Source: an optimization exercise on an open RTL-to-GDS flow (aim: small area). Production flows keep margins and buffers that such runs may drop. At most, simulation tests tie the RTL to the original design; equivalence was not proved.

Design countdisplay_VGA, start of the top module:
module countdisplay_VGA(
    input clk,
    input rst,
    input [1:0]btn,
    input [1:0]btn2,
    input [1:0]count_light,
    input [3:0]count_55_0,
    input [3:0]count_55_1,
    input [3:0]turn_left_en,
    output [2:0] r,
    output [2:0] g,
    output [1:0] b,
    output hs,
    output vs
    );
    function [9:0] add10; input [9:0] a; input [9:0] b; integer i; reg c; begin
        c = 1'b0;
        for (i = 0; i < 10; i = i + 1) begin add10[i] = a[i] ^ b[i] ^ c; c = (a[i] & b[i]) | (c & (a[i] ^ b[i])); end
    end endfunction
    function [9:0] sub10; input [9:0] a; input [9:0] b; integer i; reg c; begin
        c = 1'b0;   
        for (i = 0; i < 10; i = i + 1) begin sub10[i] = a[i] ^ b[i] ^ c; c = (~a[i] & b[i]) | (c & ~(a[i] ^ b[i])); end
    end endfunction
    function [9:0] inc10; input [9:0] a; integer i; reg c; begin
        c = 1'b1;
        for (i = 0; i < 10; i = i + 1) begin inc10[i] = a[i] ^ c; c = a[i] & c; end
    end endfunction
    function lt10; input [9:0] a; input [9:0] b; integer i; reg r; begin
  ...
Settings: LEC_CHECK=0, ABC_AREA=1, CAP_MARGIN=20, CORE_MARGIN=2, CORE_UTILIZATION=40, CTS_BUF_LIST=sky130_fd_sc_hd__clkbuf_8, SLEW_MARGIN=20, SYNTH_MEMORY_MAX_BITS=65536; clock period 20.0 ns.
run.sh (not shown) runs the stock make flow with config.mk's settings and CLKGATE_MAP_FILE= SYNTH_SCRIPT=/design/flow/synth_recipe.tcl, a recipe that flattens the netlist after the stock synthesis.
==> next run, changes <==
--- a/flow/design.v
+++ b/flow/design.v
@@ -271,62 +271,51 @@
     end endfunction
     function in5; input [4:0] x; input [4:0] lo; input [4:0] hi; begin
         in5 = le5(lo, x) & le5(x, hi);
     end endfunction
     function glyph;
         input [3:0] d;
         input [4:0] x;
         input [4:0] y;
-        reg T, U, M, L, B, Lc, Cc, Rc, one;
-        reg [9:0] dd;
+        reg T, M, B, U, L, Lc, Rc, Cc;
         begin
-            T = le5(y, 5'd2); U = in5(y, 5'd3, 5'd8); M = in5(y, 5'd9, 5'd10);
-            L = in5(y, 5'd11, 5'd16); B = in5(y, 5'd17, 5'd19);
-            Lc = le5(x, 5'd4); Cc = in5(x, 5'd10, 5'd14); Rc = in5(x, 5'd15, 5'd19);
-            one = ((y == 5'd0) & Cc) | ((y == 5'd1) & in5(x, 5'd6, 5'd14)) | ((y == 5'd2) & in5(x, 5'd3, 5'd14))
-                | (in5(y, 5'd3, 5'd17) & Cc) | (in5(y, 5'd18, 5'd19) & in5(x, 5'd5, 5'd19));
-            dd = 10'd0;
+            T = le5(y, 5'd2); M = in5(y, 5'd9, 5'd10); B = in5(y, 5'd17, 5'd19);
+            U = in5(y, 5'd3, 5'd8); L = in5(y, 5'd11, 5'd16);
+            Lc = le5(x, 5'd4); Rc = in5(x, 5'd15, 5'd19); Cc = in5(x, 5'd10, 5'd14);
             case (d)
-            4'd0: dd[0] = 1'b1; 4'd1: dd[1] = 1'b1; 4'd2: dd[2] = 1'b1; 4'd3: dd[3] = 1'b1; 4'd4: dd[4] = 1'b1;
-            4'd5: dd[5] = 1'b1; 4'd6: dd[6] = 1'b1; 4'd7: dd[7] = 1'b1; 4'd8: dd[8] = 1'b1; 4'd9: dd[9] = 1'b1;
-            default: dd = 10'd0;
+            4'd0: glyph = T | B | (in5(y, 5'd3, 5'd16) & (Lc | Rc));
+            4'd1: glyph = ((y == 5'd0) & Cc) | ((y == 5'd1) & in5(x, 5'd6, 5'd14)) | ((y == 5'd2) & in5(x, 5'd3, 5'd14))
+                        | (in5(y, 5'd3, 5'd17) & Cc) | (in5(y, 5'd18, 5'd19) & in5(x, 5'd5, 5'd19));
+            4'd2: glyph = T | M | B | (U & Rc) | (L & Lc);
+            4'd3: glyph = T | M | B | ((U | L) & Rc);
+            4'd4: glyph = (le5(y, 5'd8) & (Lc | Cc)) | M | (in5(y, 5'd11, 5'd19) & Cc);
+            4'd5: glyph = T | M | B | (U & Lc) | (L & Rc);
+            4'd6: glyph = T | M | B | (U & Lc) | (L & (Lc | Rc));
+            4'd7: glyph = T | (in5(y, 5'd3, 5'd19) & Rc);
+            4'd8: glyph = T | M | B | ((U | L) & (Lc | Rc));
+            4'd9: glyph = T | M | (U & (Lc | Rc)) | (in5(y, 5'd11, 5'd19) & Rc);
+            default: glyph = 1'b0;
             endcase
-            glyph = ((dd[0] | dd[2] | dd[3] | dd[5] | dd[6] | dd[7] | dd[8] | dd[9]) & T)
-                  | ((dd[2] | dd[3] | dd[4] | dd[5] | dd[6] | dd[8] | dd[9]) & M)
-                  | ((dd[0] | dd[2] | dd[3] | dd[5] | dd[6] | dd[8]) & B)
-                  | ((dd[0] | dd[4] | dd[5] | dd[6] | dd[8] | dd[9]) & U & Lc)
-                  | ((dd[0] | dd[2] | dd[3] | dd[7] | dd[8] | dd[9]) & U & Rc)
-                  | ((dd[0] | dd[2] | dd[6] | dd[8]) & L & Lc)
-                  | ((dd[0] | dd[3] | dd[5] | dd[6] | dd[7] | dd[8] | dd[9]) & L & Rc)
-                  | (dd[0] & M & Lc)
-                  | ((dd[0] | dd[7]) & M & Rc)
-                  | ((dd[7] | dd[9]) & B & Rc)
-                  | (dd[4] & (((T | U) & (Lc | Cc)) | ((L | B) & Cc)))
-                  | (dd[1] & one);
         end
     endfunction
     wire t = cl[0];
     wire [4:0] P = t ? h[4:0] : v[4:0];
     wire [4:0] Q = t ? v[4:0] : h[4:0];
     reg rowin, inL, inR; reg [4:0] yc, xcL, xcR;
     always @* begin
         case (cl)
         2'b01: begin rowin = inr(v, 10'd360, 10'd379); inL = inr(h, 10'd500, 10'd519); inR = inr(h, 10'd470, 10'd489); yc = 5'd24; xcL = 5'd12; xcR = 5'd10; end
         2'b11: begin rowin = inr(v, 10'd170, 10'd189); inL = inr(h, 10'd380, 10'd399); inR = inr(h, 10'd350, 10'd369); yc = 5'd22; xcL = 5'd4;  xcR = 5'd2;  end
         2'b10: begin rowin = inr(h, 10'd620, 10'd639); inL = inr(v, 10'd195, 10'd214); inR = inr(v, 10'd225, 10'd244); yc = 5'd20; xcL = 5'd23; xcR = 5'd21; end
         default: begin rowin = inr(h, 10'd273, 10'd292); inL = inr(v, 10'd350, 10'd369); inR = inr(v, 10'd380, 10'd399); yc = 5'd15; xcL = 5'd18; xcR = 5'd16; end
         endcase
     end
-    function [4:0] add5; input [4:0] a; input [4:0] b; integer i; reg c; begin
-        c = 1'b0;
-        for (i = 0; i < 5; i = i + 1) begin add5[i] = a[i] ^ b[i] ^ c; c = (a[i] & b[i]) | (c & (a[i] ^ b[i])); end
-    end endfunction
-    wire [4:0] y = add5(Q, yc);
-    wire [4:0] x = add5(t ? P : ~P, inL ? xcL : xcR);
+    wire [4:0] y = Q + yc;
+    wire [4:0] x = (t ? P : ~P) + (inL ? xcL : xcR);
     wire [3:0] dsel = inL ? count_55_0 : count_55_1;
     wire digit_hit = rowin & (inL | inR) & glyph(dsel, x, y);
     wire v390_410 = inr(v, 10'd390, 10'd410);
     wire a0 = v390_410 & (inr(h, 10'd470, 10'd490) | inr(h, 10'd500, 10'd520));
     wire c0 = v390_410 & inr(h, 10'd530, 10'd550);
     wire h663_683 = inr(h, 10'd663, 10'd683);
     wire a1 = h663_683 & (inr(v, 10'd225, 10'd245) | inr(v, 10'd255, 10'd275));
     wire c1 = h663_683 & inr(v, 10'd195, 10'd215);
The changed run completed with no timing, DRC or antenna violations.
Critical path depth rises by 3.
Sequential cell count stays the same.
Maximum frequency climbs by 5.0%.
Via count increases by 4.3%.
Register-to-register slack improves by 0.32 ns.
Non-clock buffer count stays the same.
Clock-buffer cell count does not change.
Core utilization goes up by 0.14 points.
Die area increases by 2.3%.
Final area went up by 1.5%.
Function not checked in the second run of this note: the RTL went through the layout flow alone.

port drivers added, routing unchanged:
How much do the figures lean on ideal ports? The routed layouts below were timed once more, with nothing changed but the port constraints. Step 1: set_driving_cell puts a clkbuf_16 on clk and a buf_2 on each other input, an assumption about the parent block. Step 2 moves the port delays by t, midway between the first and last clock arrival at a register: inputs arrive t later, outputs are due t later. That takes back most of the time a late clock gives input paths. a / b / c = ideal / step 1 / step 2; a / b = the first two.
run | t, ns | setup slack, ns | worst data-port slew with drivers (ns) | pins driven straight from the clock port
the first run | 0.591 | 11.450 / 11.478 / 10.886 | 0.04 | 1
the second run | 0.542 | 11.856 / 11.884 / 11.341 | 0.04 | 1
After both steps every run listed still meets setup and hold. For the first run, which loses most, drivers alone change the setup slack by +0.028 ns; drivers and shift together by -0.564 ns.
